Background: an optimization exercise with open tools, aiming at small area and a short achievable clock period. Do not read the settings as production practice.
RTL that was checked went through simulation tests only; none was proved equivalent to the original.
Only the layout flow was run in runs 2 to 4; the RTL was not checked for function there.
Power figures rest on the tool's default switching activity, not on a simulated workload.

## flow/config.mk

```make
export PLATFORM = sky130hd
export DESIGN_NAME = ifetcher_top
export DESIGN_NICKNAME = ifetcher_top
export VERILOG_FILES = /design/flow/design.v
export SDC_FILE = /design/flow/constraint.sdc
export NUM_CORES = 4
export LEC_CHECK = 0
export CAP_MARGIN = 20
export CORE_MARGIN = 2
export CORE_UTILIZATION = 30
export PLACE_DENSITY = 0.5
export SLEW_MARGIN = 20
```

## flow/constraint.sdc

```tcl
create_clock -name core_clock -period 4.0 [get_ports {iClk}]
set_input_delay 0.8000 -clock core_clock [delete_from_list [all_inputs] [get_ports {iClk}]]
set_output_delay 0.8000 -clock core_clock [all_outputs]
set_load 0.01 [all_outputs]
```

## flow/design.v

```verilog
module ifetcher_pcCtrl #(PCW=32)(
	iClk,
	iResetn,
	iJumpVld,
	iJumpPC,
	iNext,
	oPC
);
	input iClk,iResetn;
	input iNext;
	input iJumpVld;
	input [PCW-1:0] iJumpPC;
	output reg [PCW-1:0] oPC;
	reg [PCW-1:0] rPCCount;
	reg iNext_d1;
	reg [PCW-1:0] rPCHold;  
	always @(posedge iClk or negedge iResetn) begin
		if (!iResetn) begin
			rPCCount<={PCW{1'b0}};
			iNext_d1<=1'b0;
			rPCHold<={PCW{1'b0}};
		end else begin
			if (iNext) begin
				rPCCount<=oPC+3'b100;
			end else begin
				rPCCount<=rPCCount;
			end
			iNext_d1<=iNext;
			rPCHold<=oPC;
		end
	end
	always @(*) begin
		case ({iNext_d1,iJumpVld})
			2'b01: oPC=iJumpPC;
			2'b10: oPC=rPCCount;
			2'b11: oPC=iJumpPC;
			default: oPC=rPCHold;
		endcase
	end
endmodule
module ifetcher_cachePort#(PCW=32,IW=32) (
	iClk,
	iResetn,
	fromCache_resp,
	fromCache_instr,
	toCache_req,
	toCache_pc,
	iRcvFifoFull,
	oRcvFifoWE,
	oRcvFifoWD,
	oNext,
	iPC,
	oCountDone,
	oCountEn
);
	input iClk,iResetn;
	input iRcvFifoFull;
	input fromCache_resp;
	input [PCW-1:0] iPC;
	input [IW*4-1:0] fromCache_instr;
	output toCache_req;
	output oNext;
	output oRcvFifoWE;
	output [PCW-1:0] toCache_pc;
	output oCountDone;
	output [IW*4-1:0] oRcvFifoWD;
	output oCountEn;
	assign oNext=fromCache_resp;
	assign toCache_pc=iPC;
	assign oCountDone=fromCache_resp;
	assign oRcvFifoWD=fromCache_instr;
	assign oRcvFifoWE=fromCache_resp;
	reg rToCache_req;
	assign toCache_req=rToCache_req;
	assign oCountEn=rToCache_req;
	always @(posedge iClk or negedge iResetn) begin
		if (!iResetn) begin
			rToCache_req<=1'b0;
		end else begin
			case ({fromCache_resp,iRcvFifoFull})
				2'b01: rToCache_req<=1'b0;
				2'b10: rToCache_req<=1'b1;
				2'b11: rToCache_req<=1'b0;
				default: rToCache_req<=1'b1;
			endcase
		end
	end
endmodule
module ifetcher_jumpReset #(CW=8) (
	iClk,
	iResetn,
	iJumpVld,
	iCounter,
	oClear,
	oClearSync
);
	input iClk,iResetn;
	input iJumpVld;
	input [CW-1:0] iCounter;
	output oClear;
	output oClearSync;
	reg rClear;
	reg jumpVld_hold;
	wire outstanding;
	assign outstanding = (|iCounter)? 1'b1:1'b0;
	assign oClear=rClear;
	assign oClearSync=rClear|(jumpVld_hold&!outstanding);
	always @(posedge iClk or negedge iResetn) begin
		if (!iResetn) begin
			rClear<=1'b0;
			jumpVld_hold<=1'b0;
		end else begin
			if (iJumpVld)
				jumpVld_hold<=1'b1;
			else if (rClear)
				jumpVld_hold<=1'b0;
			if (jumpVld_hold&!outstanding) rClear<=1'b1;
			if (rClear) rClear<=1'b0;  
		end
	end
endmodule
module ifetcher_timeoutCounter #(CW=8) (
	iClk,
	iResetn,
	iCountEn,
	iCountDone,
	oTimeoutFatal,
	oCounter
);
	output [CW-1:0] oCounter;
	input iClk,iResetn;
	input iCountEn,iCountDone;
	output oTimeoutFatal;
	reg [CW-1:0] rCounter;
	assign oTimeoutFatal=(&rCounter)? 1'b1 : 1'b0;
	assign oCounter=rCounter;
	always @(posedge iClk or negedge iResetn) begin
		if (!iResetn) begin
			rCounter<={CW{1'b0}};
		end else begin
			case ({iCountDone,iCountEn})
				2'b01: rCounter<=rCounter+1'b1;
				2'b10,2'b11: rCounter<={CW{1'b0}};  
				default: rCounter<=rCounter;
			endcase
		end
	end
endmodule
module ifetcher_rcvdb #(IW=32) (
	iClk,
	iResetn,
	iClear,
	iWE,
	iWD,
	iRE,
	oRD,
	oEmpty,
	oFull
);
	input iClk,iResetn;
	input iClear,iWE,iRE;
	output oEmpty,oFull;
	input  [IW*4-1:0] iWD;
	output [IW*4-1:0] oRD;
	wire [2:0] count;
	reg[IW*4-1:0] mem[7:0];
	reg[2:0] rPtr,wPtr;
	assign oEmpty=(rPtr==wPtr)? 1'b1:1'b0;
	assign count=wPtr-rPtr;
	assign oFull=(count>=3'd6)? 1'b1:1'b0;
	assign oRD=mem[rPtr];
	always @(posedge iClk or negedge iResetn) begin
		if (!iResetn) begin
			rPtr<=3'h0;
			wPtr<=3'h0;
		end else if (iClear) begin
			rPtr<=3'h0;
			wPtr<=3'h0;
		end else begin
			if (iWE) begin
				wPtr<=wPtr+1'b1;
			end
			if (iRE) begin
				rPtr<=rPtr+1'b1;
			end
		end
	end
	always @(posedge iClk) begin
		if (iWE) begin
			mem[wPtr]<=iWD;
		end
	end
endmodule
module ifetcher_top #(PCW=32,IW=32,CW=8) (
	iClk,
	iResetn,
	fromCache_resp,
	fromCache_instr,
	toCache_req,
	toCache_pc,
	iJumpVld,
	iJumpPC,
	fromDec_RE,
	toDec_RD,
	toDec_empty,
	oTimeoutFatal
);  
	input iClk,iResetn;
	input fromCache_resp;
	input iJumpVld;
	input [PCW-1:0] iJumpPC;
	input [IW*4-1:0] fromCache_instr;
	input fromDec_RE;
	output toCache_req;
	output [PCW-1:0] toCache_pc;
	output oTimeoutFatal;
	output [IW*4-1:0] toDec_RD;
	output toDec_empty;
	wire wNext;
	wire [PCW-1:0] wPC;
	wire wRcvFifoFull,wRcvFifoWE;
	wire [IW*4-1:0] wRcvFifoWD;
	wire wCountDone,wCountEn;
	wire [CW-1:0] wCounter;
	wire wClear;
	wire wClearSync;
	ifetcher_pcCtrl #(PCW) pcCtrl(
		.iClk    (iClk),
		.iResetn (iResetn),
		.iJumpVld(iJumpVld),
		.iJumpPC (iJumpPC),
		.iNext   (wNext),
		.oPC     (wPC)
	);
	ifetcher_cachePort #(PCW,IW) cachePort(
		.iClk           (iClk),
		.iResetn        (iResetn),
		.fromCache_resp (fromCache_resp),
		.fromCache_instr(fromCache_instr),
		.toCache_req    (toCache_req),
		.toCache_pc     (toCache_pc),
		.iRcvFifoFull   (wRcvFifoFull),
		.oRcvFifoWE     (wRcvFifoWE),
		.oRcvFifoWD     (wRcvFifoWD),
		.oNext          (wNext),
		.iPC            (wPC),
		.oCountDone     (wCountDone),
		.oCountEn       (wCountEn)
	);
	ifetcher_jumpReset #(CW) jumpReset(
		.iClk    (iClk),
		.iResetn (iResetn),
		.iJumpVld(iJumpVld),
		.iCounter(wCounter),
		.oClear  (wClear),
		.oClearSync(wClearSync)
	);
	ifetcher_timeoutCounter #(CW) timeoutCunter(
		.iClk         (iClk),
		.iResetn      (iResetn),
		.iCountEn     (wCountEn),
		.iCountDone   (wCountDone),
		.oTimeoutFatal(oTimeoutFatal),
		.oCounter     (wCounter)
	);
	ifetcher_rcvdb #(IW) rcvdb(
		.iClk   (iClk),
		.iResetn(iResetn),
		.iClear (wClearSync),
		.iWE    (wRcvFifoWE),
		.iWD    (wRcvFifoWD),
		.iRE    (fromDec_RE),
		.oRD    (toDec_RD),
		.oEmpty (toDec_empty),
		.oFull  (wRcvFifoFull)
	);
endmodule  
```

## flow/run.sh

```bash
#!/bin/bash
# synth_recipe.tcl (not shown) runs the flow's synth.tcl, then flattens the netlist and writes it again
# the make line also repeats each setting of config.mk as NAME=value (left out here)
make -C /OpenROAD-flow-scripts/flow DESIGN_CONFIG=/design/flow/config.mk WORK_HOME=/design/flow/orfs CLKGATE_MAP_FILE= SYNTH_SCRIPT=/design/flow/synth_recipe.tcl finish
```

==> results.txt, run 1 <==
achievable frequency=0.2623 GHz; largest family of logic cells by synthesized area=multiplexers; CTS buffer count=119; Buf+Inv Stages, Crit Path=3; Clock Power Share=33.0%; first-pass detailed-route iteration total=5; DP Worst Slack=0.5055 ns; DR WL/cell=23.72 µm; Via Count=20412; post-synthesis xor/xnor area fraction=0.7407%; Remaining Overflow, GRT=0; share of layout cells above drive strength 1=28.72%; Critical Path Most Common Cell=buf_12; Core Area=141200 µm²; first-pass GRT wire length=151400 µm; CP cell instances=buf_12, buf_12, mux4_2, mux2_2, clkdlybuf4s50_1; vias in the first global route=22131; final setup margin=0.1870 ns; Total Die Area=144900 µm²; Setup CP Type=reg -> out; I/O pin count=328; PwrDens=629.4 nW/µm²; Synth async-reset ratio=7.414%; Final Core Density=37.59%; Placer Congestion=0.7531; internal power=24.64 mW; Period Utilization, post-route=95.33%; CTS root buf=clkbuf_16; Yosys warning count=5; Final Skew=0.02854 ns; Worst path slowest cell=clkdlybuf4s50_1; H-tree Lvls=3; clk latency of the worst-skew pair=0.75 ns; synth top area cells=edfxtp_1, mux4_2, dfrtp_1, mux2_2, mux2i_1; Tmin final=3.813 ns; number of synthesized register bits=1106; Final Hold Viols=0; initial drt markers=1234; detailed placement HPWL=58950 µm; CP top delay family=buffers and inverters; IO buf count=327; largest net degree at the start of global routing=79; clk buf depth=3; Synth top area share=72.23%; Post-Route WL=103100 µm; nets=2528; final setup fails=0; Pins Over Slew Limit=0; Total Routing Usage GR=14.15%; R2R Setup Slk=1.37 ns; run status=finished clean; WHS=0.1788 ns; simple logic cell fraction of the synthesized area=1.796%; fraction of the mapped netlist area in adder cells=0.2528%; Mean Syn Cell Area=22.36 µm²; Switching Fraction=26.26%; Sw Pwr=8.776 mW; synth unique cells=49; DRC=0; starting density of the core=30.14%; overall power=33.42 mW; Crit path largest cell delay=0.57 ns; remaining antenna violation count=0; Hold Path Class=in -> async; post-synthesis compound-gate area fraction=0.7583%; Leakage=16.80 nW; Cell Area, Synth=42570 µm²; Syn Inst Count=1904; Post-synth EDFFs=1024; part of the power in registers=41.8%; die width=380.7 µm; RSZ-0062 raised after global routing=false; Seq/Total Area, Yosys=77.05%; Via density=4.695; mux contribution to synthesized area=18.21%; Primary FF master, synth=edfxtp_1; Req. time, crit path=3.20 ns; Yosys top cell by area=edfxtp_1; max cap viols=0; DIE HEIGHT=380.7 µm; site row count=138; CP Data Arrival Time=3.01 ns; # clock sinks=1106; combinational power share=25.2%; Net Count, Synth=2077; Critical Path Start Type=register; Least-Margin Pin Slew=0.7841 ns; relative slew slack=47.73%; Worst setup EP type=primary output; register clock-pin slew on the reported worst setup and hold paths=0.06 ns; CP Max Fanout=22; CTS tree=yes; initial antenna violation count=13; maximum VDD drop=0.4279 mV; P&R area growth vs syn=24.73%
==> cell usage after synthesis, types with 10 or more instances <==
| cell type | number |
|---|---|
| clkbuf_1 | 47 |
| mux4_2 | 256 |
| nand4_1 | 10 |
| inv_1 | 26 |
| edfxtp_1 | 1024 |
| xnor2_1 | 27 |
| nor2_1 | 56 |
| mux2_2 | 141 |
| buf_1 | 34 |
| mux2i_1 | 33 |
| dfrtp_1 | 82 |
| a21oi_1 | 30 |
| nand2_1 | 33 |
==> final cells by class <==
class | instances | area (µm²)
Fill cell | 12913 | 88140
Sequential cell | 1106 | 32810
Multi-Input combinational cell | 679 | 9364
Timing Repair Buffer | 423 | 4469
Clock buffer | 150 | 3146
Tap cell | 1890 | 2365
Clock inverter | 71 | 835.8
Inverter | 26 | 97.59
Antenna cell | 3 | 7.507
==> per-layer routing <==
metal / wire, µm / global-route usage [%]
met5: 90 / 0
met4: 2229 / 4.458
met3: 5169 / 3.092
met2: 51330 / 23.69
met1: 44300 / 18.34
==> kinds of logic after synthesis <==
logic type      Yosys count
mux                     436
fa+ha+maj                 8
simple gates            143
xor+xnor                 36
buf+inv                 119
compound gates           56
flops                  1106
==> through the flow <==
step	std cells	area [µm²]	setup TNS, ns
after global placement	4115	49000	0
final	4348	53100	0
after detailed placement	4115	49000	0
after floorplan	1904	42670	-437.18
after global routing	4347	53090	0
after CTS	4345	53090	0
==> power groups by stage <==
stage | Clock, mW | Sequential [mW] | Combinational, mW
floorplan | 0 | 14.2 | 4.64
global placement | 0 | 14.2 | 8.42
detailed placement | 0 | 14.3 | 8.46
CTS | 11.4 | 14.0 | 8.71
global route | 11.9 | 14.0 | 9.04
finish | 11.0 | 14.0 | 8.41
==> flip-flops by register name (all words and copies together) (netlist names) <==
signal,flops
jumpReset.rClear,1
cachePort.rToCache_req,1
pcCtrl.iNext_d1,1
pcCtrl.rPCHold,32
rcvdb.rPtr,3
jumpReset.jumpVld_hold,1
rcvdb.mem,1024
rcvdb.wPtr,3
timeoutCunter.rCounter,8
pcCtrl.rPCCount,32
==> layout by cell type, fill, tap and decap left out, types with 3 or more instances in the layout <==
cell type and count:
nor2_1 50, dfrtp_1 79, mux4_2 256, nand3_1 9
clkinv_1 19, clkbuf_8 3, o21ai_1 5, buf_12 39
nor3_2 5, clkbuf_1 27, a21oi_1 30, bufinv_16 14
o21ai_0 9, nor2_4 6, dfrtp_4 3, buf_4 58
mux2i_1 33, nand4_2 3, nor3_1 3, nand2b_1 4
nor2b_1 3, xor2_1 9, clkbuf_16 120, mux2_2 141
inv_1 26, nand4_1 10, clkinv_16 4, nand2_1 31
xnor2_1 27, diode_2 3, clkinvlp_4 5, clkdlybuf4s50_1 324
mux2_1 5, ha_1 7, clkinv_2 24, edfxtp_1 1024
o21a_1 3, nor4_2 3
==> final timing paths <==
| kind | end | from | cells after the start |
|---|---|---|---|
| min reg2reg | jumpReset.rClear | jumpReset.rClear | 1 |
| max | toDec_RD[81] | rcvdb.rPtr[0] | 5 |
| max in group asynchronous | pcCtrl.rPCHold[8] | iResetn | 2 |
| max reg2reg | pcCtrl.rPCCount[30] | pcCtrl.iNext_d1 | 9 |
| min | pcCtrl.rPCHold[7] | iResetn | 1 |
| min in group core_clock | jumpReset.rClear | jumpReset.rClear | 1 |
==> what timing repair did <==
| item | 4_1_cts | 5_1_grt |
|---|---|---|
| setup buffers | 9 | 0 |
| setup endpoints to repair | 128 | 0 |
| hold buffers | 0 | 0 |
| resized for setup | 0 | 0 |
==> run 2, diff against run 1 <==
==> flow/design.v (replaced) <==
module ifetcher_top #(parameter PCW=32, parameter IW=32, parameter CW=8) (
	iClk,
	iResetn,
	fromCache_resp,
	fromCache_instr,
	toCache_req,
	toCache_pc,
	iJumpVld,
	iJumpPC,
	fromDec_RE,
	toDec_RD,
	toDec_empty,
	oTimeoutFatal
);
	input iClk,iResetn;
	input fromCache_resp;
	input iJumpVld;
	input [PCW-1:0] iJumpPC;
	input [IW*4-1:0] fromCache_instr;
	input fromDec_RE;
	output toCache_req;
	output [PCW-1:0] toCache_pc;
	output oTimeoutFatal;
	output [IW*4-1:0] toDec_RD;
	output toDec_empty;
	localparam N = 7;
	localparam W = IW*4;
	reg [PCW-1:0] rPC;
	wire [PCW-1:0] pc = iJumpVld ? iJumpPC : rPC;
	assign toCache_pc = pc;
	wire [PCW-1:0] pcInc = {pc[PCW-1:2] + 1'b1, pc[1:0]};
	always @(posedge iClk or negedge iResetn) begin
		if (!iResetn)
			rPC <= {PCW{1'b0}};
		else if (fromCache_resp)
			rPC <= pcInc;
		else
			rPC <= pc;
	end
	reg rReq;
	reg [CW-1:0] rCnt;
	reg rFatal;
	reg rJumpPend;
	reg rFlush;
	reg [2:0] rCount;
	reg rEmpty;
	assign toCache_req = rReq;
	assign oTimeoutFatal = rFatal;
	assign toDec_empty = rEmpty;
	wire cntZero = ~|rCnt;
	wire clear = rFlush | (rJumpPend & cntZero);
	wire [CW-1:0] cntNext = fromCache_resp ? {CW{1'b0}} :
	                        rReq ? rCnt + 1'b1 : rCnt;
	wire [2:0] countNext = clear ? 3'd0 :
	                       rCount + {2'b0,fromCache_resp} - {2'b0,fromDec_RE};
	always @(posedge iClk or negedge iResetn) begin
		if (!iResetn) begin
			rReq <= 1'b0;
			rCnt <= {CW{1'b0}};
			rFatal <= 1'b0;
			rJumpPend <= 1'b0;
			rFlush <= 1'b0;
			rCount <= 3'd0;
			rEmpty <= 1'b1;
		end else begin
			rReq <= (rCount < 3'd6);
			rCnt <= cntNext;
			rFatal <= &cntNext;
			if (iJumpVld)
				rJumpPend <= 1'b1;
			else if (rFlush)
				rJumpPend <= 1'b0;
			rFlush <= ~rFlush & rJumpPend & cntZero;
			rCount <= countNext;
			rEmpty <= (countNext == 3'd0);
		end
	end
	reg [N-1:0] rWSel, rRSel;
	always @(posedge iClk or negedge iResetn) begin
		if (!iResetn) begin
			rWSel <= {{N-1{1'b0}},1'b1};
			rRSel <= {{N-1{1'b0}},1'b1};
		end else if (clear) begin
			rWSel <= {{N-1{1'b0}},1'b1};
			rRSel <= {{N-1{1'b0}},1'b1};
		end else begin
			if (fromCache_resp)
				rWSel <= {rWSel[N-2:0],rWSel[N-1]};
			if (fromDec_RE)
				rRSel <= {rRSel[N-2:0],rRSel[N-1]};
		end
	end
	reg [W-1:0] mem [0:N-1];
	integer i;
	always @(posedge iClk) begin
		for (i = 0; i < N; i = i + 1)
			if (fromCache_resp & rWSel[i])
				mem[i] <= fromCache_instr;
	end
	reg [W-1:0] rd;
	always @(*) begin
		rd = {W{1'b0}};
		for (i = 0; i < N; i = i + 1)
			rd = rd | (mem[i] & {W{rRSel[i]}});
	end
	assign toDec_RD = rd;
endmodule
==> run 2 against run 1 <==
Still clean. Synthesized cell count fell by 3.9%. Core utilization is 0.64 points higher. Maximum frequency shrank 1.7%. Global-route usage increased by 1.7 points. Combinational power fell by 29%. Via count shrank 4.2%. Synthesized area down 19%. Count of clock-buffer cells in the layout fell by 23. Final cell count is 12% lower. Sequential share of layout area grew 3.4 points. Largest power group unchanged.
==> results.txt, run 2 <==
Total Die Area=117900 µm² (was 144900 µm²); Period Utilization, post-route=96.96% (was 95.33%); CP Max Fanout=48 (was 22); Post-synth EDFFs=896 (was 1024); internal power=19.74 mW (was 24.64 mW); Non-Filler Instances=3833 (was 4348); postcts setup bufs=0 (was 9); initial drt markers=1948 (was 1234); Final Skew=0.02506 ns (was 0.02854 ns); Hold Path Class=in -> async (unchanged); relative slew slack=26.71% (was 47.73%); Remaining Overflow, GRT=0 (unchanged); first-pass GRT wire length=138400 µm (was 151400 µm); nets=2414 (was 2528); Final Hold Viols=0 (unchanged); remaining antenna violation count=0 (unchanged); Req. time, crit path=3.20 ns (about the same); synth top area cells=edfxtp_1, a22oi_1, dfrtp_1, a222oi_1, nand3_1 (was edfxtp_1, mux4_2, dfrtp_1, mux2_2, mux2i_1); WHS=0.1168 ns (was 0.1788 ns); max cap viols=0 (unchanged); synth unique cells=51 (was 49); # clock sinks=958 (was 1106); synth cell count leaders=edfxtp_1, a22oi_1, nand3_1 (was edfxtp_1, mux4_2, mux2_2); share of layout cells above drive strength 1=12.20% (was 28.72%); Worst setup EP type=primary output (unchanged); CTS root buf=clkbuf_16 (unchanged); H-tree Lvls=3 (unchanged); CTS tree=yes (unchanged); detailed placement HPWL=54980 µm (was 58950 µm); DIE HEIGHT=343.4 µm (was 380.7 µm); most frequent cells in the layout=edfxtp_1, clkdlybuf4s50_1, a22oi_1 (was edfxtp_1, clkdlybuf4s50_1, mux4_2); placed insts=3651 (was 4115); RR Endpoint=rPC[28] (was pcCtrl.rPCCount[30]); first-pass detailed-route iteration total=6 (was 5); DRC=0 (unchanged); CTS Hold Bufs=0 (unchanged); Net Count, Synth=2001 (was 2077); Least-Margin Pin Slew=1.099 ns (was 0.7841 ns); commonest non-fill, non-tap cell in the layout=edfxtp_1 (unchanged); Syn Inst Count=1829 (was 1904); Via density=5.099 (was 4.695); Via Count=19546 (was 20412); initial antenna violation count=11 (was 13); Yosys warning count=2 (was 5); PostCTS Resize Cnt=0 (unchanged); Setup CP Type=reg -> out (unchanged); P&R area growth vs syn=26.52% (was 24.73%); Post-Route WL=95600 µm (was 103100 µm); Cell Area, Synth=34550 µm² (was 42570 µm²); final setup TNS=0 ns (unchanged); DP Worst Slack=0.7940 ns (was 0.5055 ns); combinational power share=22.0% (was 25.2%); Placer Congestion=0.7696 (was 0.7531); number of synthesized register bits=958 (was 1106); placed cell area=40490 µm² (was 49000 µm²); IO buf count=327 (unchanged); die width=343.4 µm (was 380.7 µm); Yosys top cell by area=edfxtp_1 (unchanged); fill count=10361 (was 12913); CTS buffer count=101 (was 119); overall power=27.15 mW (was 33.42 mW); Seq/Total Area, Yosys=82.37% (was 77.05%); worst r2r src=rPC[2] (was pcCtrl.iNext_d1); max FFs per register=896 (was 1024); clk buf depth=3 (unchanged); RSZ-0062 raised after global routing=false (unchanged); run status=finished clean (unchanged); Tmin final=3.878 ns (was 3.813 ns); Mean Syn Cell Area=18.89 µm² (was 22.36 µm²); Synth top area share=77.87% (was 72.23%); achievable frequency=0.2578 GHz (was 0.2623 GHz); DR WL/cell=24.94 µm (was 23.72 µm); part of the power in registers=44.5% (was 41.8%); CP Data Arrival Time=3.08 ns (was 3.01 ns); final setup fails=0 (unchanged); site row count=124 (was 138); Pins Over Slew Limit=0 (unchanged); post-route cell area=43720 µm² (was 53100 µm²); Critical Path Start Type=register (unchanged); vias in the first global route=20296 (was 22131); Worst R2R Path Depth=7 (was 9); Switching Fraction=27.29% (was 26.26%); Core Area=114300 µm² (was 141200 µm²); maximum VDD drop=0.3413 mV (was 0.4279 mV); PwrDens=621.1 nW/µm² (was 629.4 nW/µm²); largest register by flop count=mem (was rcvdb.mem); Final Core Density=38.23% (was 37.59%); R2R Setup Slk=1.88 ns (was 1.37 ns); starting density of the core=30.22% (was 30.14%); Sw Pwr=7.411 mW (was 8.776 mW); most frequent cell after synthesis=edfxtp_1 (unchanged); Leakage=14.14 nW (was 16.80 nW); largest net degree at the start of global routing=75 (was 79); final setup margin=0.1215 ns (was 0.1870 ns); Synth async-reset ratio=6.472% (was 7.414%); Primary FF master, synth=edfxtp_1 (unchanged); top flop regs=mem (896), rPC (32), rCnt (8) (was rcvdb.mem (1024), pcCtrl.rPCCount (32), pcCtrl.rPCHold (32)); register clock-pin slew on the reported worst setup and hold paths=0.06 ns (about the same); clk latency of the worst-skew pair=0.68 ns (was 0.75 ns); Clock Power Share=33.5% (was 33.0%); I/O pin count=328 (unchanged); Total Routing Usage GR=15.87% (was 14.15%)
==> run 2: worst max path at each step <==
stage | end | start | slack (ns) | cells past startpoint
final | toDec_RD[92] | rRSel[2] | 0.12 | 4
after global routing | toDec_RD[109] | rRSel[3] | 0.003 | 5
after CTS | toDec_RD[114] | rRSel[3] | 0.01 | 5
after detailed placement | toCache_pc[25] | iJumpVld | 0.79 | 5
after global placement | toDec_RD[114] | rRSel[3] | 0.82 | 5
after floorplan | mem[1][0] | fromCache_resp | 0.70 | 3
==> run 2: worst max-delay path: stages, from the launching register on <==
cell and delay [ns]:
dfrtp_4 1.02, buf_12 0.29, a222oi_1 0.11, nand3_1 0.23, clkdlybuf4s50_1 0.60
==> run 2: routing by layer <==
layer / share of wire (%) / track usage (%) / up-vias
li1: - / - / 8551
met4: 2.1 / 4.685 / 18
met5: 0.13 / 0 / -
met2: 50 / 27.17 / 620
met3: 6.3 / 3.045 / 145
met1: 41 / 20.43 / 10212
==> run 2: cells by family (layout without fill, tap and decap cells) <==
logic type / count (synthesis) / in the layout / share of synthesized area [%]
XOR/XNOR: 35 / 35 / 0.8872
adder cells (fa/ha/maj): 7 / 7 / 0.2752
buffers and inverters: 128 / 618 / 1.495
AND/OR/NAND/NOR: 248 / 248 / 3.835
other: 0 / 2 / 0
AO/OA/AOI/OAI: 415 / 415 / 9.951
flip-flops: 958 / 958 / 82.37
multiplexers: 38 / 38 / 1.188
==> run 2: power groups by stage <==
stage	Clock [mW]	Combinational, mW	Sequential [mW]
after detailed placement	0	6.10	12.3
after global routing	9.74	6.39	12.1
after floorplan	0	2.55	12.2
final	9.11	5.97	12.1
after CTS	9.37	6.13	12.1
after global placement	0	6.08	12.3
==> run 2: area by class of cell <==
cell class	instances	area, µm²	share of cell area (%)
Clock inverter	53	509.2	1.165
Inverter	17	63.81	0.1460
Timing Repair Buffer	421	4459	10.20
Clock buffer	127	2709	6.196
Multi-Input combinational cell	743	5593	12.79
Tap cell	1512	1892	4.327
Antenna cell	2	5.005	0.01145
Sequential cell	958	28490	65.16
==> run 3, diff against run 2 <==
--- a/flow/design.v
+++ b/flow/design.v
@@ -75,33 +75,47 @@
 			rEmpty <= (countNext == 3'd0);
 		end
 	end
-	reg [N-1:0] rWSel, rRSel;
+	localparam NB = N-1;
+	reg [NB-1:0] rWSel, rRSel;
+	reg rBEmpty;
+	reg [W-1:0] rHead;
+	reg [W-1:0] ring [0:NB-1];
+	wire toHead = rEmpty | (fromDec_RE & rBEmpty);
+	wire ringWr = fromCache_resp & ~toHead;
+	wire ringRd = fromDec_RE & ~rBEmpty;
 	always @(posedge iClk or negedge iResetn) begin
 		if (!iResetn) begin
-			rWSel <= {{N-1{1'b0}},1'b1};
-			rRSel <= {{N-1{1'b0}},1'b1};
-		end else if (clear) begin
-			rWSel <= {{N-1{1'b0}},1'b1};
-			rRSel <= {{N-1{1'b0}},1'b1};
+			rWSel <= {{NB-1{1'b0}},1'b1};
+			rRSel <= {{NB-1{1'b0}},1'b1};
+			rBEmpty <= 1'b1;
 		end else begin
-			if (fromCache_resp)
-				rWSel <= {rWSel[N-2:0],rWSel[N-1]};
-			if (fromDec_RE)
-				rRSel <= {rRSel[N-2:0],rRSel[N-1]};
+			if (clear) begin
+				rWSel <= {{NB-1{1'b0}},1'b1};
+				rRSel <= {{NB-1{1'b0}},1'b1};
+			end else begin
+				if (ringWr)
+					rWSel <= {rWSel[NB-2:0],rWSel[NB-1]};
+				if (ringRd)
+					rRSel <= {rRSel[NB-2:0],rRSel[NB-1]};
+			end
+			rBEmpty <= (countNext <= 3'd1);
 		end
 	end
-	reg [W-1:0] mem [0:N-1];
 	integer i;
 	always @(posedge iClk) begin
-		for (i = 0; i < N; i = i + 1)
+		for (i = 0; i < NB; i = i + 1)
 			if (fromCache_resp & rWSel[i])
-				mem[i] <= fromCache_instr;
+				ring[i] <= fromCache_instr;
 	end
-	reg [W-1:0] rd;
+	reg [W-1:0] ringRD;
 	always @(*) begin
-		rd = {W{1'b0}};
-		for (i = 0; i < N; i = i + 1)
-			rd = rd | (mem[i] & {W{rRSel[i]}});
+		ringRD = {W{1'b0}};
+		for (i = 0; i < NB; i = i + 1)
+			ringRD = ringRD | (ring[i] & {W{rRSel[i]}});
 	end
-	assign toDec_RD = rd;
+	always @(posedge iClk) begin
+		if (fromDec_RE | rEmpty)
+			rHead <= rBEmpty ? fromCache_instr : ringRD;
+	end
+	assign toDec_RD = rHead;
 endmodule
==> run 3 against run 2 <==
Clock power hardly changed. Setup slack better by 0.52 ns. Clock skew is 0.0065 ns higher. Synthesized cell count is 6.8% higher.
==> results.txt, run 3 <==
final setup TNS=0 ns (unchanged); Yosys top cell by area=edfxtp_1 (unchanged); H-tree Lvls=3 (unchanged); Final Hold Viols=0 (unchanged); initial antenna violation count=15 (was 11); CTS root buf=clkbuf_16 (unchanged); Synth top area share=75.35% (was 77.87%); Least-Margin Pin Slew=0.9957 ns (was 1.099 ns); Core Area=118100 µm² (was 114300 µm²); initial drt markers=1445 (was 1948); Tmin final=3.355 ns (was 3.878 ns); Cell Area, Synth=35710 µm² (was 34550 µm²); P&R area growth vs syn=24.85% (was 26.52%); Post-Route WL=95670 µm (was 95600 µm); site row count=126 (was 124); Yosys warning count=2 (unchanged); CP Max Fanout=26 (was 48); maximum VDD drop=0.3642 mV (was 0.3413 mV); IO buf count=327 (unchanged); Via Count=19688 (was 19546); Syn Inst Count=1954 (was 1829); postcts setup bufs=0 (unchanged); largest register by flop count=ring (was mem); final setup fails=0 (unchanged); synth cell count leaders=edfxtp_1, a22oi_1, mux2_2 (was edfxtp_1, a22oi_1, nand3_1); I/O pin count=328 (unchanged); nets=2505 (was 2414); clk latency of the worst-skew pair=0.68 ns (about the same); DR WL/cell=24.17 µm (was 24.94 µm); achievable frequency=0.2981 GHz (was 0.2578 GHz); PostCTS Resize Cnt=0 (unchanged); final setup margin=0.6454 ns (was 0.1215 ns); CP cell instances=buf_2, buf_4, mux2i_1, inv_1, clkdlybuf4s50_1 (was buf_12, a222oi_1, nand3_1, clkdlybuf4s50_1); Crit path largest cell delay=0.48 ns (was 1.02 ns); relative slew slack=33.62% (was 26.71%); Via density=4.974 (was 5.099); max cap viols=0 (unchanged); most frequent cell after synthesis=edfxtp_1 (unchanged); CTS buffer count=103 (was 101); CP Data Arrival Time=2.55 ns (was 3.08 ns); register clock-pin slew on the reported worst setup and hold paths=0.06 ns (about the same); DIE HEIGHT=349.0 µm (was 343.4 µm); Post-synth EDFFs=896 (unchanged); synth unique cells=49 (was 51); detailed placement HPWL=53750 µm (was 54980 µm); Final Skew=0.03155 ns (was 0.02506 ns); most frequent cells in the layout=edfxtp_1, a22oi_1, clkdlybuf4s50_1 (was edfxtp_1, clkdlybuf4s50_1, a22oi_1); Synth async-reset ratio=6.374% (was 6.472%); fill count=10790 (was 10361); Net Count, Synth=2126 (was 2001); Period Utilization, post-route=83.86% (was 96.96%); Worst setup EP type=primary output (unchanged); share of layout cells above drive strength 1=16.10% (was 12.20%); PwrDens=614.2 nW/µm² (was 621.1 nW/µm²); Seq/Total Area, Yosys=79.64% (was 82.37%); max FFs per register=768 (was 896); Total Routing Usage GR=15.40% (was 15.87%); Primary FF master, synth=edfxtp_1 (unchanged); Placer Congestion=0.7750 (was 0.7696); synth top area cells=edfxtp_1, a22oi_1, mux2_2, dfrtp_1, nand3_1 (was edfxtp_1, a22oi_1, dfrtp_1, a222oi_1, nand3_1); Req. time, crit path=3.20 ns (about the same); Leakage=14.51 nW (was 14.14 nW); Critical Path Start Type=primary input (was register); Remaining Overflow, GRT=0 (unchanged); commonest non-fill, non-tap cell in the layout=edfxtp_1 (unchanged); top flop regs=ring (768), rHead (128), rPC (32) (was mem (896), rPC (32), rCnt (8)); remaining antenna violation count=0 (unchanged); run status=finished clean (unchanged); first-pass GRT wire length=138400 µm (about the same); clk buf depth=3 (unchanged); largest net degree at the start of global routing=63 (was 75); DRC=0 (unchanged); RSZ-0062 raised after global routing=false (unchanged); first-pass detailed-route iteration total=5 (was 6); Total Die Area=121800 µm² (was 117900 µm²); number of synthesized register bits=957 (was 958); Mean Syn Cell Area=18.27 µm² (was 18.89 µm²); Hold Path Class=in -> async (unchanged); die width=349.0 µm (was 343.4 µm); CTS Hold Bufs=0 (unchanged); # clock sinks=957 (was 958); CTS tree=yes (unchanged); placed insts=3764 (was 3651); DP Worst Slack=0.5928 ns (was 0.7940 ns); starting density of the core=30.24% (was 30.22%); Non-Filler Instances=3958 (was 3833); Setup CP Type=in -> out (was reg -> out); Worst path slowest cell=buf_2 (was dfrtp_4); Pins Over Slew Limit=0 (unchanged); vias in the first global route=20616 (was 20296)
==> run 3: cell count changes in the layout (fill, tap and decap cells not counted), moves of 9 or more <==
cell	delta
nor2_1	-9
a22oi_1	+128
a222oi_1	-128
buf_4	-30
mux2_2	+127
clkinv_1	-11
==> run 3: per-stage QoR <==
step                instance area, µm²  total power [mW]  util [%]  hold WS (ns)
CTS                              44560             27.82     37.74        0.1990
floorplan                        35710             15.57         -        0.4802
finish                           44580             27.38     37.75        0.2282
global route                     44580             28.56     37.75        0.2725
detailed placement               41310             18.61     34.99        0.4916
global placement                 41310             18.57     34.99        0.4799
==> run 3: critical path, delay by kind of cell <==
family   cells  cell delay (ns)
buf+inv      4             1.35
mux          1             0.38
==> run 3: kinds of logic (layout without fill, tap and decap cells) <==
group                    Yosys count  count (layout)  synth area share, %
flip-flops                       957             957                79.64
buffers and inverters            128             590                1.416
XOR/XNOR                          34              34               0.8340
AND/OR/NAND/NOR                  241             241                3.739
adder cells (fa/ha/maj)            7               7               0.2663
other                              0               6                    0
multiplexers                     172             172                5.351
AO/OA/AOI/OAI                    415             415                8.750
==> run 3: final timing paths <==
kind | start | end | slack [ns] | depth (start not counted)
hold reg to reg | rPC[0] | rPC[0] | 0.50 | 1
min in group core_clock | rPC[0] | rPC[0] | 0.50 | 1
hold / removal | iResetn | rPC[2] | 0.23 | 1
setup / recovery | iJumpVld | toCache_pc[30] | 0.65 | 5
max in group asynchronous | iResetn | rPC[15] | 2.89 | 2
setup reg to reg | rRSel[0] | rHead[34] | 1.73 | 4
==> run 3: where the power goes <==
group / switching, mW / internal [mW]
Sequential: 0.756 / 12.4
Combinational: 2.58 / 2.57
Clock: 3.89 / 5.22
Total: 7.24 / 20.1
==> run 3: final cells by class <==
cell class	instances	area [µm²]	share of cell area, %
antenna	6	15.01	0.03368
clock buffer	134	2734	6.133
clock inverter	54	516.7	1.159
inverter	18	67.56	0.1516
multi-input combinational	869	6780	15.21
sequential	957	28460	63.85
tap	1536	1922	4.311
timing repair buffer	384	4079	9.150
==> run 3: routing by layer <==
layer | track usage [%] | wire [µm] | vias up
li1 | - | - | 8733
met5 | 0 | 116 | -
met4 | 4.785 | 2033 | 18
met2 | 26.21 | 47700 | 548
met3 | 3.343 | 5433 | 136
met1 | 19.54 | 40390 | 10253
==> run 4, diff against run 3 <==
--- a/flow/config.mk
+++ b/flow/config.mk
@@ -5,8 +5,10 @@
 export SDC_FILE = /design/flow/constraint.sdc
 export NUM_CORES = 4
 export LEC_CHECK = 0
+export ABC_CLOCK_PERIOD_IN_PS = 2500
 export CAP_MARGIN = 20
 export CORE_MARGIN = 2
-export CORE_UTILIZATION = 30
-export PLACE_DENSITY = 0.5
+export CORE_UTILIZATION = 50
+export PLACE_DENSITY = 0.65
+export SETUP_SLACK_MARGIN = 1.4
 export SLEW_MARGIN = 20
==> run 4 against run 3 <==
Combinational power down 3%. Core utilization increased by 24 points. Maximum frequency up 29%. Still clean on timing, DRC and antenna. Final cell count decreased by 15%. Clock power shrank 5.0%. Sequential power about the same. Worst hold slack lost 0.056 ns. Routed wire length is 12% lower. Critical path depth grew 1. Sequential share of layout area grew 1.4 points. Design area down 2.1%.
==> results.txt, run 4 <==
H-tree Lvls=3 (unchanged); Worst setup EP type=primary output (unchanged); top flop regs=ring (768), rHead (128), rPC (32) (unchanged); met2 Use GR=37.87% (was 26.21%); max cap viols=0 (unchanged); Final Hold Viols=0 (unchanged); max FFs per register=768 (unchanged); Via Count=19485 (was 19688); achievable frequency=0.3836 GHz (was 0.2981 GHz); Total Die Area=73570 µm² (was 121800 µm²); share of layout cells above drive strength 1=16.78% (was 16.10%); Total Routing Usage GR=22.83% (was 15.40%); Core Area=70390 µm² (was 118100 µm²); most frequent cell after synthesis=edfxtp_1 (unchanged); final setup TNS=0 ns (unchanged); Setup CP Type=in -> out (unchanged); synth top area cells=edfxtp_1, a22oi_1, mux2_2, dfrtp_1, nand3_1 (unchanged); largest register by flop count=ring (unchanged); RSZ-0062 raised after global routing=true (was false); vias in the first global route=19973 (was 20616); gr busiest metal=met2 (unchanged); most frequent cells in the layout=edfxtp_1, a22oi_1, clkdlybuf4s50_1 (unchanged); Yosys top cell by area=edfxtp_1 (unchanged); Yosys warning count=2 (unchanged); final setup fails=0 (unchanged); DIE HEIGHT=271.2 µm (was 349.0 µm); DRC=0 (unchanged); synth cell count leaders=edfxtp_1, a22oi_1, mux2_2 (unchanged); # clock sinks=957 (unchanged); Synth async-reset ratio=6.374% (unchanged); site row count=97 (was 126); nets=2499 (was 2505); clk buf depth=3 (unchanged); met3 GRT Util=4.679% (was 3.343%); largest family of logic cells by synthesized area=compound AO/OA/AOI/OAI gates (unchanged); Mean Syn Cell Area=18.27 µm² (unchanged); Pins Over Slew Limit=0 (unchanged); I/O pin count=328 (unchanged); synth unique cells=49 (unchanged); register clock-pin slew on the reported worst setup and hold paths=0.06 ns (about the same); Crit. Startpoint=iJumpVld (unchanged); DR WL/cell=25.21 µm (was 24.17 µm); remaining antenna violation count=0 (unchanged); Placer Congestion=0.8338 (was 0.7750); clk latency of the worst-skew pair=0.65 ns (was 0.68 ns); Primary FF master, synth=edfxtp_1 (unchanged); Hold Path Class=in -> async (unchanged); simple logic cell fraction of the synthesized area=3.739% (unchanged); die width=271.2 µm (was 349.0 µm); largest net degree at the start of global routing=82 (was 63); Tmin final=2.607 ns (was 3.355 ns); Remaining Overflow, GRT=0 (unchanged); commonest non-fill, non-tap cell in the layout=edfxtp_1 (unchanged); met1 usage=30.80% (was 19.54%); Seq/Total Area, Yosys=79.64% (unchanged); CTS root buf=clkbuf_16 (unchanged); Multi-input gate area=6855 µm² (was 6780 µm²); post-synthesis xor/xnor area fraction=0.8340% (unchanged); fill count=5010 (was 10790); initial drt markers=1570 (was 1445); CTS buffer count=95 (was 103); number of synthesized register bits=957 (unchanged); WHS=0.1723 ns (was 0.2282 ns); mux contribution to synthesized area=5.351% (unchanged); Critical Path Start Type=primary input (unchanged); worst r2r src=rRSel[1] (was rRSel[0]); fraction of the mapped netlist area in adder cells=0.2663% (unchanged); CP Data Arrival Time=1.81 ns (was 2.55 ns); initial antenna violation count=14 (was 15); maximum VDD drop=0.3626 mV (was 0.3642 mV); PwrDens=612.2 nW/µm² (was 614.2 nW/µm²); Leakage=14.55 nW (was 14.51 nW); detailed placement HPWL=46060 µm (was 53750 µm); Cell Area, Synth=35710 µm² (unchanged); Via density=5.822 (was 4.974); P&R area growth vs syn=22.23% (was 24.85%); IO buf count=327 (unchanged); Synth top area share=75.35% (unchanged); Least-Margin Pin Slew=1.074 ns (was 0.9957 ns); first-pass detailed-route iteration total=8 (was 5); CP Max Fanout=11 (was 26); starting density of the core=50.72% (was 30.24%); Post-Route WL=84370 µm (was 95670 µm); relative slew slack=28.43% (was 33.62%); Syn Inst Count=1954 (unchanged); storage element area=28460 µm² (unchanged); post-synthesis compound-gate area fraction=8.750% (unchanged); CTS Hold Bufs=0 (unchanged); CTS tree=yes (unchanged); first-pass GRT wire length=126600 µm (was 138400 µm); Req. time, crit path=3.20 ns (about the same); Net Count, Synth=2126 (unchanged); run status=finished clean (unchanged); Period Utilization, post-route=65.18% (was 83.86%); Final Skew=0.02629 ns (was 0.03155 ns); Post-synth EDFFs=896 (unchanged)
## run 4: changes by cell type in the layout (fill, tap and decap cells not counted), sizes merged, moves of 4 or more
cell / before / now
clkdlybuf4s50: 325 / 274
dlygate4sd2: 0 / 34
clkbuf: 134 / 110
clkinv: 42 / 48
clkdlybuf4s15: 0 / 5
buf: 59 / 63
dlymetal6s2s: 0 / 4
## run 4: power breakdown
part | total (mW) | switching (mW) | internal [mW]
Combinational | 5.00 | 2.47 | 2.53
Clock | 8.65 | 3.67 | 4.98
Sequential | 13.1 | 0.723 | 12.4
Total | 26.7 | 6.86 | 19.9
## run 4: worst paths after layout
kind	endpoint	slack, ns	cells after the start
min in group core_clock	rPC[1]	0.50	1
max	toCache_pc[7]	1.39	6
max in group asynchronous	rWSel[0]	3.05	2
min reg2reg	rPC[1]	0.50	1
max reg2reg	rHead[4]	1.75	4
min	rPC[29]	0.17	1
## run 4: through the flow
step	instance area (µm²)	total power, mW	util (%)	setup WS (ns)	instances
after floorplan	35730	15.56	-	1.414	1954
after global placement	40340	18.25	57.31	0.6256	3149
after detailed placement	40340	18.30	57.31	0.5988	3149
after CTS	43610	26.97	61.96	1.347	3337
after global routing	43640	27.77	62.00	1.328	3347
final	43640	26.72	62.00	1.393	3347
## run 4: layout make-up
class                           instances  share of cell area, %
Clock buffer                          106                  5.590
Tap cell                              940                  2.695
Inverter                               18                 0.1548
Clock inverter                         66                  1.402
Timing Repair Buffer                  386                  9.205
Sequential cell                       957                  65.22
Multi-Input combinational cell        869                  15.71
Antenna cell                            5                0.02867
## run 4: cells by family (layout without fill, tap and decap cells)
family | count (synthesis) | after routing
flops | 957 | 957
simple gates | 241 | 241
mux | 172 | 172
xor+xnor | 34 | 34
other cells | 0 | 5
compound gates | 415 | 415
buf+inv | 128 | 576
fa+ha+maj | 7 | 7
## run 4: critical path, cell delays in order
cell           delay (ns)
buf_16               0.13
buf_16               0.13
buf_4                0.13
mux2i_2              0.24
inv_1                0.08
dlygate4sd2_1        0.29
## run 4: routing by layer
metal / wire length [µm] / vias to the layer above
li1: - / 8708
met1: 35590 / 9993
met2: 41670 / 657
met3: 5663 / 111
met4: 1352 / 16
met5: 94 / -
## run 4: what timing repair did
| action | 4_1_cts | 5_1_grt |
|---|---|---|
| buffers inserted | 14 | 5 |
| endpoints found under the setup margin | 33 | 22 |
| gates resized for setup | 84 | 15 |
| cloned | 2 | 0 |
==> run 5, diff against run 4 <==
--- a/flow/design.v
+++ b/flow/design.v
@@ -107,15 +107,16 @@
 			if (fromCache_resp & rWSel[i])
 				ring[i] <= fromCache_instr;
 	end
-	reg [W-1:0] ringRD;
+	wire [NB-1:0] rdSel = rRSel & {NB{~rBEmpty}};
+	reg [W-1:0] headD;
 	always @(*) begin
-		ringRD = {W{1'b0}};
+		headD = fromCache_instr & {W{rBEmpty}};
 		for (i = 0; i < NB; i = i + 1)
-			ringRD = ringRD | (ring[i] & {W{rRSel[i]}});
+			headD = headD | (ring[i] & {W{rdSel[i]}});
 	end
 	always @(posedge iClk) begin
 		if (fromDec_RE | rEmpty)
-			rHead <= rBEmpty ? fromCache_instr : ringRD;
+			rHead <= headD;
 	end
 	assign toDec_RD = rHead;
 endmodule
==> flow/config.mk (replaced) <==
export PLATFORM = sky130hd
export DESIGN_NAME = ifetcher_top
export DESIGN_NICKNAME = ifetcher_top
export VERILOG_FILES = /design/flow/design.v
export SDC_FILE = /design/flow/constraint.sdc
export NUM_CORES = 4
export LEC_CHECK = 0
export ABC_CLOCK_PERIOD_IN_PS = 2000
export CAP_MARGIN = 20
export CORE_MARGIN = 2
export CORE_UTILIZATION = 65
export CTS_BUF_LIST = sky130_fd_sc_hd__clkbuf_8
export CTS_CLUSTER_SIZE = 30
export PLACE_DENSITY = 0.7
export SETUP_SLACK_MARGIN = 2.0
export SLEW_MARGIN = 20
==> run 5 against run 4 <==
Register-to-register slack worse by 0.23 ns. Largest cell class unchanged. Still clean. Final cell count decreased by 3.1%. Critical path depth shrank 3.
==> results.txt, run 5 <==
run status=finished clean (unchanged); R2R Setup Slk=1.52 ns (was 1.75 ns); simple logic cell fraction of the synthesized area=3.974% (was 3.739%); Crit. Startpoint=rPC[20] (was iJumpVld); largest family of logic cells by synthesized area=compound AO/OA/AOI/OAI gates (unchanged); relative slew slack=55.62% (was 28.43%); post-synthesis xor/xnor area fraction=0.8346% (was 0.8340%); mux contribution to synthesized area=1.330% (was 5.351%); CP cell instances=mux2i_1, inv_1, buf_6 (was buf_16, buf_16, buf_4, mux2i_2, inv_1, dlygate4sd2_1); max FFs per register=768 (unchanged); synth unique cells=56 (was 49); Tmin final=2.520 ns (was 2.607 ns); Placer Congestion=0.8006 (was 0.8338); Via density=6.844 (was 5.822); P&R area growth vs syn=28.14% (was 22.23%); initial drt markers=3815 (was 1570); Synth async-reset ratio=6.374% (unchanged); CTS root buf=clkbuf_8 (was clkbuf_16); DRC=0 (unchanged); post-route cell area=44370 µm² (was 43640 µm²); initial antenna violation count=17 (was 14); # clock sinks=957 (unchanged); commonest non-fill, non-tap cell in the layout=edfxtp_1 (unchanged); Post-Route WL=103900 µm (was 84370 µm); remaining antenna violation count=0 (unchanged); Total Routing Usage GR=32.78% (was 22.83%); Net Count, Synth=2007 (was 2126); Cell Area, Synth=34630 µm² (was 35710 µm²); DR WL/cell=32.05 µm (was 25.21 µm); fraction of the mapped netlist area in adder cells=0.2746% (was 0.2663%); CP Data Arrival Time=1.72 ns (was 1.81 ns); first-pass detailed-route iteration total=9 (was 8); I/O pin count=328 (unchanged); Leakage=15.70 nW (was 14.55 nW); DP Worst Slack=0.7399 ns (was 0.5988 ns); placed cell area=39010 µm² (was 40340 µm²); Hold Startpoint=iJumpPC[0]; Crit path largest cell delay=0.40 ns (was 0.29 ns); H-tree Lvls=4 (was 3); CTS buffer count=147 (was 95); top flop regs=ring (768), rHead (128), rPC (32) (unchanged); Period Utilization, post-route=63.00% (was 65.18%); maximum VDD drop=0.4169 mV (was 0.3626 mV); die width=234.8 µm (was 271.2 µm); capture point of the critical path=toCache_pc[20] (was toCache_pc[7]); CP top delay family=flip-flops (was buffers and inverters); largest net degree at the start of global routing=86 (was 82); detailed placement HPWL=41800 µm (was 46060 µm); starting density of the core=65.77% (was 50.72%); post-synthesis compound-gate area fraction=9.875% (was 8.750%); RSZ-0062 raised after global routing=true (unchanged); CP Depth=3 (was 6); clk latency of the worst-skew pair=0.81 ns (was 0.65 ns); Setup CP Type=reg -> out (was in -> out); vias in the first global route=21381 (was 19973); most frequent cell after synthesis=edfxtp_1 (unchanged); Worst path slowest cell=dfrtp_1 (was dlygate4sd2_1); Worst R2R Path Depth=16 (was 4); final setup TNS=0 ns (unchanged); worst r2r src=rPC[20] (was rRSel[1]); site row count=84 (was 97); Buf+Inv Stages, Crit Path=2 (was 5); Final Hold Viols=0 (unchanged); Mean Syn Cell Area=18.87 µm² (was 18.27 µm²); register clock-pin slew on the reported worst setup and hold paths=0.06 ns (about the same); CTS tree=yes (unchanged); most frequent cells in the layout=edfxtp_1, a22oi_1, clkbuf_8 (was edfxtp_1, a22oi_1, clkdlybuf4s50_1); Total Die Area=55140 µm² (was 73570 µm²); CP Max Fanout=2 (was 11); Hold Path Class=in -> reg (was in -> async); RR Endpoint=rPC[21] (was rHead[4]); achievable frequency=0.3968 GHz (was 0.3836 GHz); Req. time, crit path=3.20 ns (about the same); Yosys warning count=2 (unchanged); DIE HEIGHT=234.8 µm (was 271.2 µm); Primary FF master, synth=edfxtp_1 (unchanged); final setup margin=1.480 ns (was 1.393 ns); fill count=2361 (was 5010); Final Core Density=84.27% (was 62.00%); nets=2611 (was 2499); Pins Over Slew Limit=0 (unchanged); Via Count=22195 (was 19485); Yosys top cell by area=edfxtp_1 (unchanged); Seq/Total Area, Yosys=82.12% (was 79.64%); Remaining Overflow, GRT=0 (unchanged); final setup fails=0 (unchanged); PwrDens=581.0 nW/µm² (was 612.2 nW/µm²); clk buf depth=3 (unchanged); Least-Margin Pin Slew=0.6656 ns (was 1.074 ns); share of layout cells above drive strength 1=29.00% (was 16.78%); number of synthesized register bits=957 (unchanged); IO buf count=327 (unchanged); Syn Inst Count=1835 (was 1954); Synth top area share=77.70% (was 75.35%); Worst setup EP type=primary output (unchanged); synth cell count leaders=edfxtp_1, a22oi_1, nand3_1 (was edfxtp_1, a22oi_1, mux2_2); largest register by flop count=ring (unchanged); Final Skew=0.04733 ns (was 0.02629 ns); Critical Path Start Type=register (was primary input); Core Area=52660 µm² (was 70390 µm²); max cap viols=0 (unchanged); first-pass GRT wire length=133400 µm (was 126600 µm); Post-synth EDFFs=896 (unchanged); synth top area cells=edfxtp_1, a22oi_1, dfrtp_1, a222oi_1, nand3_1 (was edfxtp_1, a22oi_1, mux2_2, dfrtp_1, nand3_1)
run 5: cells by family after synthesis:
family	after synthesis
flip-flops	957
AO/OA/AOI/OAI	410
AND/OR/NAND/NOR	254
buffers and inverters	131
multiplexers	43
XOR/XNOR	33
adder cells (fa/ha/maj)	7
run 5: layer usage:
layer  up-vias  part of all wire [%]  global-route usage, %
met5         -                 0.069                      0
met4        12                   4.1                  12.64
met3       287                    13                  7.707
met2      1792                    48                  51.95
met1     11112                    35                  45.02
li1       8992                     -                      -
run 5: power by group:
group,internal (mW),total [mW],switching (mW)
Sequential,12.5,13.0,0.489
Clock,3.51,7.23,3.72
Combinational,2.35,5.59,3.23
Total,18.3,25.8,7.44
run 5: cell type report:
cell class	instances	area (µm²)	area share (%)
flip-flops and latches	957	28440	64.10
multi-input cells	751	6391	14.40
repair buffers	565	6038	13.61
clock buffers	151	2078	4.683
well taps	688	860.8	1.940
clock inverters	100	464.2	1.046
inverters	17	63.81	0.1438
diodes	14	35.03	0.07895
run 5: how the worst min path moves through the flow:
| stage | endpoint | slack [ns] | cells after the start |
|---|---|---|---|
| floorplan | rRSel[0] | 0.48 | 2 |
| global placement | rPC[1] | 0.48 | 1 |
| detailed placement | rPC[0] | 0.48 | 1 |
| CTS | rJumpPend | 0.34 | 2 |
| global route | rPC[0] | 0.34 | 3 |
| finish | rPC[0] | 0.37 | 3 |
run 5: timing repair:
item / in CTS / in global routing
setup buffers: 94 / 48
cloned: 25 / 32
gates resized for setup: 839 / 144
hold buffers: 1 / 0
pin swaps: 67 / 126
setup endpoints to repair: 973 / 327
endpoints found under the hold margin: 19 / 0
run 5: through the flow:
stage          cells  total power [mW]  hold slack, ns
6_report        3243             25.78          0.3701
3_3_place_gp    2778             17.95          0.4756
4_1_cts         3149             24.98          0.3410
2_1_floorplan   1835             15.26          0.4802
5_1_grt         3239             26.55          0.3434
3_5_place_dp    2778             18.05          0.4793
run 5: tightest hold or removal path: cells and delay by family:
family / cells / cell delay (ns)
buffers and inverters: 2 / 0.19
muxes: 1 / 0.15
==> run 6, diff against run 5 <==
==> flow/flow/run.sh (new file) <==
#!/bin/bash
# Standard layout, with plain buf_1 cells as the port buffers.
set -euo pipefail
export BUFFER_PORTS_ARGS="-buffer_cell sky130_fd_sc_hd__buf_1"
bash standard.sh > flow_make.log 2>&1
==> flow/standard.sh (new file) <==
#!/bin/bash
# synth_recipe.tcl (not shown) runs the flow's synth.tcl, then flattens the netlist and writes it again
# the make line also repeats each setting of config.mk as NAME=value (left out here)
make -C /OpenROAD-flow-scripts/flow DESIGN_CONFIG=/design/flow/config.mk WORK_HOME=/design/flow/orfs CLKGATE_MAP_FILE= SYNTH_SCRIPT=/design/flow/synth_recipe.tcl "${@:-finish}"
removed: flow/run.sh
==> run 6 against run 5 <==
Still clean on timing, DRC and antenna. Clock power increased by 0.7%. Synthesized area is the same. Design area is 6.3% lower. Critical endpoint is now toCache_pc[18].
==> results.txt, run 6 <==
maximum VDD drop=0.4694 mV (was 0.4169 mV); Via density=6.625 (was 6.844); Worst path slowest cell=dfrtp_1 (unchanged); CP Data Arrival Time=1.65 ns (was 1.72 ns); register clock-pin slew on the reported worst setup and hold paths=0.06 ns (about the same); CP cell instances=mux2_4, buf_6 (was mux2i_1, inv_1, buf_6); Synth async-reset ratio=6.374% (unchanged); initial antenna violation count=14 (was 17); CP Max Fanout=2 (unchanged); Post-synth EDFFs=896 (unchanged); Period Utilization, post-route=61.23% (was 63.00%); Hold Startpoint=iJumpPC[1] (was iJumpPC[0]); RR Endpoint=rPC[22] (was rPC[21]); remaining antenna violation count=0 (unchanged); synth top area cells=edfxtp_1, a22oi_1, dfrtp_1, a222oi_1, nand3_1 (unchanged); top flop regs=ring (768), rHead (128), rPC (32) (unchanged); Crit path largest cell delay=0.41 ns (was 0.40 ns); Yosys warning count=2 (unchanged); initial drt markers=2982 (was 3815); Setup CP Type=reg -> out (unchanged); CTS buffer count=150 (was 147); die width=234.8 µm (unchanged); IO buf count=327 (unchanged); Worst R2R Path Depth=17 (was 16); Hold Crit Endpoint=rPC[1] (was rPC[0]); synth unique cells=56 (unchanged); achievable frequency=0.4083 GHz (was 0.3968 GHz); Synth top area share=77.70% (unchanged); first-pass detailed-route iteration total=7 (was 9); worst r2r src=rPC[22] (was rPC[20]); largest register by flop count=ring (unchanged); share of layout cells above drive strength 1=23.16% (was 29.00%); most frequent cell after synthesis=edfxtp_1 (unchanged); Syn Inst Count=1835 (unchanged); WHS=0.2676 ns (was 0.3701 ns); I/O pin count=328 (unchanged); Remaining Overflow, GRT=0 (unchanged); clk buf depth=3 (unchanged); WHS Path Cells=2 (was 3); Mean Syn Cell Area=18.87 µm² (unchanged); run status=finished clean (unchanged); clk latency of the worst-skew pair=0.80 ns (was 0.81 ns); Placer Congestion=0.8455 (was 0.8006); Core Area=52660 µm² (unchanged); CTS root buf=clkbuf_8 (unchanged); Post-Route WL=90130 µm (was 103900 µm); RSZ-0062 raised after global routing=true (unchanged); Critical Path Start Type=register (unchanged); starting density of the core=65.77% (unchanged); Req. time, crit path=3.20 ns (about the same); Yosys top cell by area=edfxtp_1 (unchanged); Via Count=20980 (was 22195); site row count=84 (unchanged); number of synthesized register bits=957 (unchanged); relative slew slack=49.84% (was 55.62%); Seq/Total Area, Yosys=82.12% (unchanged); fill count=2834 (was 2361); most frequent cells in the layout=edfxtp_1, a22oi_1, buf_1 (was edfxtp_1, a22oi_1, clkbuf_8); Hold Path Class=in -> reg (unchanged); largest net degree at the start of global routing=81 (was 86); Pins Over Slew Limit=0 (unchanged); commonest non-fill, non-tap cell in the layout=edfxtp_1 (unchanged); storage element area=28440 µm² (unchanged); DRC=0 (unchanged); Multi-input gate area=6027 µm² (was 6391 µm²); DR WL/cell=28.46 µm (was 32.05 µm); nets=2533 (was 2611); final setup fails=0 (unchanged); detailed placement HPWL=40560 µm (was 41800 µm); Total Routing Usage GR=30.28% (was 32.78%); Total Die Area=55140 µm² (unchanged); overall power=24.82 mW (was 25.78 mW); Net Count, Synth=2007 (unchanged); Cell Area, Synth=34630 µm² (unchanged); Buf+Inv Stages, Crit Path=1 (was 2); max FFs per register=768 (unchanged); Least-Margin Pin Slew=0.7523 ns (was 0.6656 ns); DIE HEIGHT=234.8 µm (unchanged); synth cell count leaders=edfxtp_1, a22oi_1, nand3_1 (unchanged); vias in the first global route=20466 (was 21381); # clock sinks=957 (unchanged); CP top delay family=flip-flops (unchanged); CTS tree=yes (unchanged); Final Skew=0.02798 ns (was 0.04733 ns); max cap viols=0 (unchanged); P&R area growth vs syn=20.10% (was 28.14%); first-pass GRT wire length=124900 µm (was 133400 µm); H-tree Lvls=4 (unchanged); Worst setup EP type=primary output (unchanged); PwrDens=596.8 nW/µm² (was 581.0 nW/µm²); Leakage=14.40 nW (was 15.70 nW); Tmin final=2.449 ns (was 2.520 ns); final setup TNS=0 ns (unchanged); Final Hold Viols=0 (unchanged); Primary FF master, synth=edfxtp_1 (unchanged); R2R Setup Slk=1.61 ns (was 1.52 ns)
==> run 6: worst register-to-register path, stage by stage (launching register included) <==
cell     delay [ns]
dfrtp_1        0.39
mux2i_4        0.18
inv_2          0.08
buf_4          0.15
buf_6          0.11
buf_6          0.11
buf_6          0.11
buf_6          0.11
buf_6          0.11
buf_6          0.10
buf_6          0.10
buf_6          0.10
buf_6          0.10
buf_6          0.10
buf_6          0.10
buf_6          0.10
buf_6          0.11
xnor2_2        0.12
==> run 6: cell type report <==
class / instances / area share, %
Timing Repair Buffer: 483 / 8.562
Sequential cell: 957 / 68.39
Tap cell: 688 / 2.070
Antenna cell: 9 / 0.05415
Clock buffer: 155 / 5.130
Multi-Input combinational cell: 752 / 14.49
Inverter: 17 / 0.1534
Clock inverter: 106 / 1.149
==> run 6: report_power, final <==
| part | total, mW | internal (mW) | switching [mW] |
|---|---|---|---|
| registers | 12.9 | 12.5 | 0.471 |
| logic | 4.59 | 1.79 | 2.80 |
| clock network | 7.28 | 3.64 | 3.64 |
| total | 24.8 | 17.9 | 6.92 |
==> run 6: per-layer routing <==
layer	global-route usage [%]	vias to the layer above	wire length (µm)
li1	-	8817	-
met5	0	-	86
met4	11.10	12	2739
met1	41.60	10683	34360
met2	48.50	1278	44040
met3	6.767	190	8901
==> run 6: what timing repair did <==
action	CTS	global route
endpoints found under the setup margin	360	251
hold buffers	1	0
cloned	12	17
buffers inserted	67	26
resized for setup	125	174
pin swaps	3	34
hold endpoints to repair	21	0
==> run 6: worst max path at each step <==
stage / startpoint / cells after the start / to / slack [ns]
2_1_floorplan: iJumpVld / 12 / rPC[30] / 1.23
3_5_place_dp: iJumpVld / 7 / rPC[27] / 1.10
4_1_cts: rPC[23] / 3 / toCache_pc[23] / 1.55
5_1_grt: rPC[20] / 3 / toCache_pc[20] / 1.52
3_3_place_gp: iJumpVld / 7 / rPC[27] / 1.23
6_report: rPC[18] / 2 / toCache_pc[18] / 1.55
==> run 6: cell families after synthesis <==
family          share of synthesized area (%)
compound gates                          9.875
xor+xnor                               0.8346
fa+ha+maj                              0.2746
buf+inv                                 1.593
flops                                   82.12
mux                                     1.330
simple gates                            3.974
==> run 6: through the flow <==
step / worst slack (ns) / cell area (µm²) / utilization (%) / std cells
final: 1.551 / 41590 / 78.98 / 3167
after global routing: 1.516 / 41580 / 78.97 / 3164
after CTS: 1.551 / 40820 / 77.53 / 3115
after detailed placement: 1.103 / 36950 / 70.17 / 2774
after global placement: 1.226 / 36950 / 70.17 / 2774
after floorplan: 1.228 / 34830 / - / 1835

[separate check: timing with driven ports]
The flow's constraints put no driver on any port. The routed layouts listed below were extracted and timed again, unchanged, in two steps.
Step 1, drivers: a clkbuf_16 drives iClk and a buf_2 each remaining input, both assumed.
Step 2 moves the port delays by t, midway between the first and last clock arrival at a register: inputs arrive t later, outputs are due t later. That takes back most of the time a late clock gives input paths.
a / b / c = ideal ports / drivers / drivers and shift; a / b = the first two.
run | t, ns | slack for setup (ns) | hold WS [ns] | worst data-port slew with drivers (ns)
run 1 | 0.799 | 0.187 / 0.112 / 0.472 | 0.179 / 0.133 / 0.426 | 0.13
run 2 | 0.740 | 0.122 / 0.051 / 0.754 | 0.117 / 0.068 / 0.438 | 0.13
run 3 | 0.735 | 0.645 / 0.622 / 0.622 | 0.228 / 0.189 / 0.501 | 0.13
run 4 | 0.698 | 1.393 / 1.253 / 1.032 | 0.172 / 0.139 / 0.504 | 0.14
run 5 | 0.849 | 1.480 / 1.422 / 0.693 | 0.370 / 0.347 / 0.534 | 0.14
run 6 | 0.853 | 1.551 / 1.484 / 0.760 | 0.268 / 0.232 / 0.516 | 0.12
After both steps every run listed still meets setup and hold. For run 6, which loses most, drivers alone change the setup slack by -0.067 ns; drivers and shift together by -0.791 ns.
